From an optimization exercise on the open Yosys and OpenROAD flow, aimed at small area; shortcuts taken in it are not production practice. The RTL was checked by simulation tests, not by an equivalence proof against the original design. No activity file was given, so power comes from the tool's default toggle rates.

Setup of build 93:
==> flow/design.v (excerpt) <==
module moldudp64 #(
	parameter AXI_DATA_W  = 64,
	parameter AXI_KEEP_W  = 8,
	parameter SID_W       = 80,
	parameter SEQ_NUM_W   = 64,
	parameter ML_W        = 16,  
	parameter EOS_MSG_CNT = {ML_W{1'b1}}, 
	parameter OV_DATA_W  = 64-ML_W, 
	parameter OV_KEEP_W  = (OV_DATA_W/8), 
	parameter OV_KEEP_LW = 3  
)(
	input clk,
	input nreset,
	input                  udp_axis_tvalid_i,
	input [AXI_KEEP_W-1:0] udp_axis_tkeep_i,
	input [AXI_DATA_W-1:0] udp_axis_tdata_i,
	input                  udp_axis_tlast_i,
	input                  udp_axis_tuser_i,
	output                 udp_axis_tready_o,
	output logic                 miss_seq_num_v_o,
	output logic [SID_W-1:0]     miss_seq_num_sid_o,
	output logic [SEQ_NUM_W-1:0] miss_seq_num_start_o,	
	output logic [SEQ_NUM_W-1:0] miss_seq_num_cnt_o,
	output logic                 miss_sid_v_o,
	output logic [SID_W-1:0]     miss_sid_start_o,
	output logic [SEQ_NUM_W-1:0] miss_sid_seq_num_start_o,
	output logic [SID_W-1:0]     miss_sid_cnt_o,
	output logic [SEQ_NUM_W-1:0] miss_sid_seq_num_end_o,	
	output logic            flatlined_v_o,
	output [SID_W-1:0]      mold_msg_sid_o,
	output [SEQ_NUM_W-1:0]  mold_msg_seq_num_o,
	output                   mold_msg_v_o,
	output                   mold_msg_start_o,  
	output [AXI_KEEP_LW-1:0] mold_msg_len_o,
	output [AXI_DATA_W-1:0]  mold_msg_data_o, 
	output                   mold_msg_ov_v_o,
	output [OV_KEEP_LW-1:0]  mold_msg_ov_len_o,
	output [OV_DATA_W-1:0]   mold_msg_ov_data_o
);
Size: ~3800 cells after synthesis, roughly 350 flip-flops, about 29000 sq um of cells after synthesis.
Settings: LEC_CHECK=0, ABC_AREA=1, CAP_MARGIN=10, CORE_MARGIN=2, CORE_UTILIZATION=40, CTS_BUF_LIST=sky130_fd_sc_hd__clkbuf_16, CTS_CLUSTER_DIAMETER=80, CTS_CLUSTER_SIZE=30, SETUP_SLACK_MARGIN=0.1, SLEW_MARGIN=10; clock period 8.0 ns.
standard.sh (not shown) runs the stock make flow with config.mk's settings and CLKGATE_MAP_FILE= SYNTH_SCRIPT=/design/flow/synth_recipe.tcl, a recipe that flattens the netlist after the stock synthesis.
==> flow/flow/run.sh <==
#!/bin/bash
set -euo pipefail
export BUFFER_PORTS_ARGS="-buffer_cell sky130_fd_sc_hd__buf_1"
bash standard.sh > standard.log 2>&1
> inputs changed (build 93 -> build 3)
- CAP_MARGIN changed from 10 to 20
- SLEW_MARGIN changed from 10 to 20
- PLACE_DENSITY newly set to 0.75
Notes after the runs:
- The number of clock buffers inserted by TritonCTS of build 3 falls short of that of build 93 by 3.
- Taking build 93 as the reference, in build 3 first-pass iteration count of the detailed router went down by 2; peak clock frequency supported by timing went up by 2.9%; final area went down by 0.76%; switching power of the nets went down by about 2.7%.
- Max largest incremental delay on the critical path across build 3 and build 93: build 93
- Compare build 3 and build 93 | part of the total power dissipated in combinational logic lower: build 93
Inputs modified between build 3 and build 98:
- PLACE_DENSITY no longer set, was 0.75
Results
Routed length on met1 is lower on build 3
As of build 98, final cell count had risen slightly compared to build 3.
For build 3, the endpoint of the most critical setup path was seq_q[43]$_DFFE_PP_, unlike build 98, where it was m_miss_det.sid_q[45]$_SDFFE_PN0P_.
HPWL after detailed placement (build 98 vs. build 3) increases by a few percent
Number of antenna diodes (lower): build 98
Looking only at worst setup slack, and setting everything else aside, the lower value of build 3 and build 98 goes to build 98.
In the tables for build 3 and build 98, non-clock buffer area fraction after layout reads higher with build 98.
From build 98 to build 3, async set-or-reset flop fraction in the synthesized netlist did not move at all.
Looking at via count across both flows, build 98 is the stronger of the two, with build 3 trailing.

---

Another version of the RTL of moldudp64 (not shown whole).
For scale: ~350 flip-flops, roughly 28000 um^2 of cells after synthesis.
// moldudp64
module moldudp64 #(
	parameter AXI_DATA_W  = 64,
	parameter AXI_KEEP_W  = 8,
	parameter SID_W       = 80,
	parameter SEQ_NUM_W   = 64,
	parameter ML_W        = 16,  
	parameter EOS_MSG_CNT = {ML_W{1'b1}}, 
	parameter OV_DATA_W  = 64-ML_W, 
	parameter OV_KEEP_W  = (OV_DATA_W/8), 
	parameter OV_KEEP_LW = 3  
)(
	input clk,
	input nreset,
	input                  udp_axis_tvalid_i,
	input [AXI_KEEP_W-1:0] udp_axis_tkeep_i,
	input [AXI_DATA_W-1:0] udp_axis_tdata_i,
	input                  udp_axis_tlast_i,
	input                  udp_axis_tuser_i,
	output                 udp_axis_tready_o,
	output logic                 miss_seq_num_v_o,
	output logic [SID_W-1:0]     miss_seq_num_sid_o,
	output logic [SEQ_NUM_W-1:0] miss_seq_num_start_o,	
	output logic [SEQ_NUM_W-1:0] miss_seq_num_cnt_o,
	output logic                 miss_sid_v_o,
	output logic [SID_W-1:0]     miss_sid_start_o,
	output logic [SEQ_NUM_W-1:0] miss_sid_seq_num_start_o,
	output logic [SID_W-1:0]     miss_sid_cnt_o,
	output logic [SEQ_NUM_W-1:0] miss_sid_seq_num_end_o,	
	output logic            flatlined_v_o,
	output [SID_W-1:0]      mold_msg_sid_o,
	output [SEQ_NUM_W-1:0]  mold_msg_seq_num_o,
	output                   mold_msg_v_o,
	output                   mold_msg_start_o,  
	output [AXI_KEEP_LW-1:0] mold_msg_len_o,
	output [AXI_DATA_W-1:0]  mold_msg_data_o, 
	output                   mold_msg_ov_v_o,
	output [OV_KEEP_LW-1:0]  mold_msg_ov_len_o,
	output [OV_DATA_W-1:0]   mold_msg_ov_data_o
);
localparam AXI_MSG_L   = $clog2( AXI_DATA_W / 8 );
localparam AXI_KEEP_LW = $clog2( AXI_KEEP_W ) + 1;
localparam DFF_DATA_W  = AXI_DATA_W - 8;  
localparam DFF_DATA_LW = $clog2( DFF_DATA_W );  
localparam DATA_DIF_W  = AXI_DATA_W - DFF_DATA_W;  
reg   [SID_W-1:0]     sid_q;
  ...
clock: 8.0 ns
lec_check: 0
abc_area: 1
cap_margin: 20
core_margin: 2
core_utilization: 55
cts_buf_list: sky130_fd_sc_hd__clkbuf_16
cts_cluster_diameter: 80
cts_cluster_size: 30
setup_slack_margin: 0.1
slew_margin: 20
Scripts as last shown in full above: flow/flow/run.sh
The baseline stopped in 3_2_place_iop (PPL-0024).
Next try:
- CORE_UTILIZATION: 55 -> 40
- SETUP_SLACK_MARGIN: 0.1 -> default
Now the flow completed without violations.
Synthesized area stays the same.
Synthesized cell count stays the same.
Next try:
- CTS_CLUSTER_DIAMETER: 80 -> 90
- PLACE_DENSITY: default -> 0.75
- SETUP_SLACK_MARGIN: default -> 0.1
After rerunning: Global-route usage grows by 0.69 points; wire length grows by 2.3%; combinational power grows by about 2%; total power shrinks by 1.3%.

## what the ideal ports hide
The flow's constraints put no driver on any port. The routed layouts listed below were extracted and timed again, unchanged, in two steps. Step 1 sets driving cells, clkbuf_16 on the clock port and buf_2 on the other inputs (assumed; they add their load-dependent delay and slew). Step 2 times the ports against the registers' clock, not the clock port: input delays grow and output delays shrink by t, the midpoint of the rising clock arrivals with the driver on. Slacks: no drivers / after step 1 / after step 2; pairs: no drivers / after step 1.
run | t (ns) | setup slack, ns | hold WS [ns] | slew at the worst register clock pin (ns) | worst data-port slew with drivers (ns)
build 93 | 0.696 | 0.408 / 0.448 / -0.248 | 0.435 / 0.435 / 0.435 | 0.11 / 0.11 | 0.14
build 3 | 0.675 | 0.619 / 0.600 / -0.007 | 0.427 / 0.427 / 0.427 | 0.11 / 0.11 | 0.19
build 98 | 0.696 | 0.408 / 0.448 / -0.248 | 0.435 / 0.435 / 0.435 | 0.11 / 0.11 | 0.14
the second run of note 2 | 0.683 | 0.447 / 0.492 / -0.191 | 0.421 / 0.421 / 0.421 | 0.11 / 0.11 | 0.15
the third run of note 2 | 0.664 | 0.652 / 0.587 / 0.031 | 0.426 / 0.426 / 0.426 | 0.11 / 0.11 | 0.15
With both steps, setup timing fails in build 93, build 3, build 98 and the second run of note 2, where it was met with ideal ports.
